Context: an optimization exercise on an open-source flow, tuned for small area, a short achievable clock period and few clock cycles. The choices shown serve that exercise and are no tape-out recipe. Function was checked by simulation only, so behaviour that the tests miss may differ from the original. Power is estimated from default activity; no workload was simulated.

Setup of job 101:
==> flow/design.v <==
module register_file(clk, rst, oh1, oh2, rd1, rd2, rd31, we, wa, wd);
input clk, rst;
input [31:0] oh1, oh2;    
input [4:0] wa;
input we;
input [31:0] wd;
output [31:0] rd1, rd2;
output [31:0] rd31;       
wire [31:0] wdr = wd;      
wire [1023:0] flat;
genvar g;
generate
for (g = 0; g < 32; g = g + 1) begin : R
	reg [31:0] q;
	wire en = rst | (we & (wa == g));
	always @(posedge clk)
		if (en) q <= wdr;
	assign flat[g*32 +: 32] = q;
end
endgenerate
reg [31:0] o1, o2;
integer i;
always @(*) begin
	o1 = 32'd0;
	o2 = 32'd0;
	for (i = 0; i < 32; i = i + 1) begin
		o1 = o1 | (flat[i*32 +: 32] & {32{oh1[i]}});
		o2 = o2 | (flat[i*32 +: 32] & {32{oh2[i]}});
	end
end
assign rd31 = flat[31*32 +: 32];
assign rd1 = o1;
assign rd2 = o2;
endmodule
module CPU(clk, rst, imem_addr, imem_rdata, dmem_addr, dmem_wdata, dmem_we, dmem_rdata);
input clk, rst;
output [31:0] imem_addr;
input [31:0] imem_rdata;
output [9:0] dmem_addr;
output [31:0] dmem_wdata;
output dmem_we;
input [31:0] dmem_rdata;
reg [29:0] pc;           
reg        rq;           
reg        carry;
reg        xv;           
reg [31:0] ir;           
reg [29:0] xpc1;         
reg [31:0] xoh1, xoh2;   
reg        x_wr, x_bl, x_ld, x_st, x_addc, x_use1, x_use2;
reg        x_ya, x_yb, x_nb, x_xi, x_xp, x_cin;
reg        r_sum, r_shl, r_shr, r_and, r_xor, r_a, r_pc;
reg        x_sha, x_shv, x_br, x_bltz, x_bz, x_bnz, x_r31;
reg        wwe;          
reg        wload;        
reg [4:0]  wdst;
reg [31:0] wres;         
reg [9:0]  maddr;
reg        mwe;
wire [5:0] fop = imem_rdata[31:26];
wire [7:0] ffn = imem_rdata[15:8];
wire fR     = (fop == 6'h00);
wire dADD   = fR & (ffn == 8'h01);
wire dCOMP  = fR & (ffn == 8'h02);
wire dSHLLV = fR & (ffn == 8'h04);
wire dSHRLV = fR & (ffn == 8'h08);
wire dSHRAV = fR & (ffn == 8'h10);
wire dBR    = fR & (ffn == 8'h20);
wire dAND   = fR & (ffn == 8'h40);
wire dXOR   = fR & (ffn == 8'h80);
wire dADDI  = (fop == 6'h01);
wire dCOMPI = (fop == 6'h02);
wire dSHLL  = (fop == 6'h03);
wire dSHRL  = (fop == 6'h04);
wire dSHRA  = (fop == 6'h05);
wire dBLTZ  = (fop == 6'h06);
wire dBZ    = (fop == 6'h07);
wire dBNZ   = (fop == 6'h08);
wire dLW    = (fop == 6'h20);
wire dSW    = (fop == 6'h21);
wire dB     = (fop == 6'h25);
wire dBL    = (fop == 6'h26);
wire dBCY   = (fop == 6'h27);
wire dBCNY  = (fop == 6'h28);
wire dSHV   = dSHLLV | dSHRLV | dSHRAV;
wire dCBR   = dBLTZ | dBZ | dBNZ;
wire f_off  = (imem_rdata[15:0] != 16'd0);
wire [29:0] pc1 = pc + 30'd1;
wire [29:0] f_jt = {pc1[29:26], imem_rdata[25:0]};
wire        c_now;       
wire        f_j = dB | dBL | (dBCY & c_now) | (dBCNY & ~c_now);
wire [31:0] rf31;
wire [29:0] f_rt = (wwe & (wdst == 5'd31)) ? wres[31:2] : rf31[31:2];
wire [4:0] r1 = ir[25:21];
wire [4:0] r2 = ir[20:16];
wire [31:0] imm = {{16{ir[15]}}, ir[15:0]};
wire [31:0] rf1, rf2;
wire        wl = wload & ~rq;
wire [31:0] wd = wl ? dmem_rdata : (wres & {32{~rq}});
register_file RF(.clk(clk), .rst(rq), .oh1(xoh1), .oh2(xoh2), .rd1(rf1), .rd2(rf2), .rd31(rf31),
                 .we(wwe), .wa(wdst), .wd(wd));
wire f1 = wwe & (wdst == r1);
wire f2 = wwe & (wdst == r2);
wire [31:0] A = f1 ? wres : rf1;
wire [31:0] B = f2 ? wres : rf2;
wire stall = xv & wload & ((f1 & x_use1) | (f2 & x_use2));
wire go = xv & ~stall;
wire [31:0] xk = x_xi ? imm : 32'd0;
wire [31:0] ax = x_ya ? A : xk;
wire [31:0] yk = imm ^ {32{x_cin}};
wire [31:0] ay = x_yb ? (B ^ {32{x_nb}}) : yk;
wire [33:0] sumx = {1'b0, ax, 1'b1} + {1'b0, ay, x_cin};    
wire [32:0] sum = sumx[33:1];
wire [4:0]  sa = x_shv ? B[4:0] : r2;
wire [31:0] arev;
wire [31:0] shr_o;
wire [31:0] shrev;
genvar k;
generate for (k = 0; k < 32; k = k + 1) begin : REV
	assign arev[k] = A[31-k];
	assign shrev[k] = shr_o[31-k];
end endgenerate
wire [31:0] shin = r_shl ? arev : A;
wire        fill = x_sha & A[31];
wire [31:0] s1 = sa[0] ? {{1{fill}}, shin[31:1]} : shin;
wire [31:0] s2 = sa[1] ? {{2{fill}}, s1[31:2]} : s1;
wire [31:0] s3 = sa[2] ? {{4{fill}}, s2[31:4]} : s2;
wire [31:0] s4 = sa[3] ? {{8{fill}}, s3[31:8]} : s3;
assign      shr_o = sa[4] ? {{16{fill}}, s4[31:16]} : s4;
wire [31:0] res = ({32{r_sum}} & sum[31:0]) |
                  ({32{r_shl}} & shrev) |
                  ({32{r_shr}} & shr_o) |
                  ({32{r_and}} & (A & B)) |
                  ({32{r_xor}} & (A ^ B)) |
                  ({32{r_a}}   & A) |
                  ({32{r_pc}}  & {xpc1, 2'b00});
wire azero = (A == 32'd0);
wire br_miss = ~x_r31 | (wwe & (wdst == 5'd31));
wire take = go & ((x_br & br_miss) | (x_bltz & A[31]) | (x_bz & azero) | (x_bnz & ~azero));
wire [29:0] cbt = xpc1 + imm[29:0];           
wire [29:0] tgt = x_br ? A[31:2] : cbt;
assign c_now = (xv & x_addc) ? sum[32] : carry;
always @(posedge clk) begin
	rq <= rst;
	if (rst) begin
		pc <= 30'd0;
		xv <= 1'b0;
		carry <= 1'b0;
		wwe <= 1'b0;
		mwe <= 1'b0;
	end else begin
		if (take) begin
			pc <= tgt;
			xv <= 1'b0;
		end else if (!stall) begin
			pc <= f_j ? f_jt : dBR ? f_rt : pc1;
			xv <= 1'b1;
		end
		if (go & x_addc)
			carry <= sum[32];
		wwe <= go & x_wr;
		mwe <= go & x_st;
	end
	if (!stall) begin
		ir <= imem_rdata;
		xpc1 <= pc1;
		xoh1 <= 32'd1 << imem_rdata[25:21];
		xoh2 <= 32'd1 << imem_rdata[20:16];
		x_wr   <= dADD | dCOMP | dSHV | dAND | dXOR | dADDI | dCOMPI | dSHLL | dSHRL | dSHRA |
		          dLW | dBL;
		x_bl   <= dBL;
		x_ld   <= dLW;
		x_st   <= dSW;
		x_addc <= dADD | dADDI | dLW | dSW;
		x_use1 <= dADD | dSHV | dAND | dXOR | dBR | dADDI | dSHLL | dSHRL | dSHRA | dCBR | dSW;
		x_use2 <= dADD | dCOMP | dSHV | dAND | dXOR | dLW | dSW;
		x_ya   <= dADD | dADDI;
		x_yb   <= dADD | dCOMP | dLW | dSW;
		x_nb   <= dCOMP;
		x_xi   <= dLW | dSW;
		x_xp   <= dCBR;
		x_cin  <= dCOMP | dCOMPI;
		r_sum  <= dADD | dADDI | dLW | dCOMP | dCOMPI;
		r_shl  <= dSHLLV | dSHLL;
		r_shr  <= dSHRLV | dSHRAV | dSHRL | dSHRA;
		r_and  <= dAND;
		r_xor  <= dXOR;
		r_a    <= dSW;
		r_pc   <= dBL;
		x_sha  <= dSHRAV | dSHRA;
		x_shv  <= dSHV;
		x_br   <= dBR;
		x_bltz <= dBLTZ & f_off;
		x_bz   <= dBZ & f_off;
		x_bnz  <= dBNZ & f_off;
	end
	if (!stall)
		x_r31 <= (imem_rdata[25:21] == 5'd31) & ~rq & ~(wwe & wload & (wdst == 5'd31));
	else
		x_r31 <= x_r31 & ~(wwe & (wdst == 5'd31));
	wload <= x_ld;
	wdst <= x_bl ? 5'd31 : r1;
	wres <= res;
	maddr <= sum[9:0];
end
assign imem_addr = {pc, 2'b00};
assign dmem_addr = maddr;
assign dmem_wdata = wres;
assign dmem_we = mwe;
endmodule
export LEC_CHECK = 0
export CAP_MARGIN = 20
export CORE_MARGIN = 2
export CORE_UTILIZATION = 40
export CTS_CLUSTER_DIAMETER = 100
export CTS_CLUSTER_SIZE = 20
export SLEW_MARGIN = 20
create_clock -name core_clock -period 21.0 [get_ports {clk}]
standard.sh (not shown) runs the stock make flow with config.mk's settings and CLKGATE_MAP_FILE= SYNTH_SCRIPT=/design/flow/synth_recipe.tcl, a recipe that flattens the netlist after the stock synthesis.
==> flow/flow/run.sh <==
#!/bin/bash
# The standard ORFS layout, with timing repair (floorplan, CTS and global
# route stages) aiming for a setup slack of SETUP_SLACK_MARGIN instead of 0.
# The SDC, synthesis and every other step are the standard flow's own (standard.sh).
set -euo pipefail
bash standard.sh SETUP_SLACK_MARGIN=15.6 SKIP_GATE_CLONING=1 finish > standard.log 2>&1
Testbench counts of job 101, summed over its fixed seeds: cycles 42,429.
The inputs of job 102 differ from those of job 101 as listed below.
==> flow/flow/run.sh <==
#!/bin/bash
# The standard ORFS layout, with timing repair (floorplan, CTS and global
# route stages) aiming for a setup slack of SETUP_SLACK_MARGIN instead of 0.
# The SDC, synthesis and every other step are the standard flow's own (standard.sh).
set -euo pipefail
bash standard.sh SETUP_SLACK_MARGIN=15.5 SKIP_GATE_CLONING=1 finish > standard.log 2>&1
Notes after the runs:
- Delta (job 102 minus job 101): routed wire length decreased 3800 µm; sequential power level.
- The final reports for job 102 and job 101 show maximum net fanout on the critical path lower in the former.
- | final total power | job 102 vs job 101 | ≈ equal |
- Sum of net half-perimeters after detailed placement was higher in the run labelled job 101.
- Clock transition at the registers of the reported paths: job 102 vs job 101, no meaningful difference
- The standard cells in job 102 occupy less silicon area than those in job 101 do.
- Of the two values seen for worst setup path startpoint, wres[16] was produced by job 102 and wres[14] by job 101.
- Job 102 vs job 101, number of diodes added for antenna fixing went down by 11.
- Delta (job 102 minus job 101): share of final-layout standard cells stronger than drive strength 1 now smaller; number of fill cells comparable.

==> static timing again, ports no longer ideal <==
Ports are ideal in the flow. The routed layouts listed here were re-timed in OpenROAD.
Step 1 (the two cells are an assumption about what drives the block):
set clk [get_ports {clk}]
set_driving_cell -lib_cell sky130_fd_sc_hd__clkbuf_16 $clk
set_driving_cell -lib_cell sky130_fd_sc_hd__buf_2 [delete_from_list [all_inputs] $clk]
Step 2, shift: input delay + t, output delay - t, t = (earliest + latest rising clock arrival at the registers) / 2. This alone moves slack from input paths to output paths.
Slacks: no drivers / after step 1 / after step 2; pairs: no drivers / after step 1.
run	shift t [ns]	slack for setup (ns)	hold slack, ns	worst setup path at the end
job 101	0.812	15.441 / 15.360 / 14.731	0.355 / 0.355 / 0.355	input to register
job 102	0.836	15.443 / 15.361 / 14.758	0.353 / 0.353 / 0.353	input to register
After both steps setup and hold are still met in every run listed. The setup slack of job 101, which loses most, moves by -0.081 ns with the drivers and by -0.710 ns with both steps.
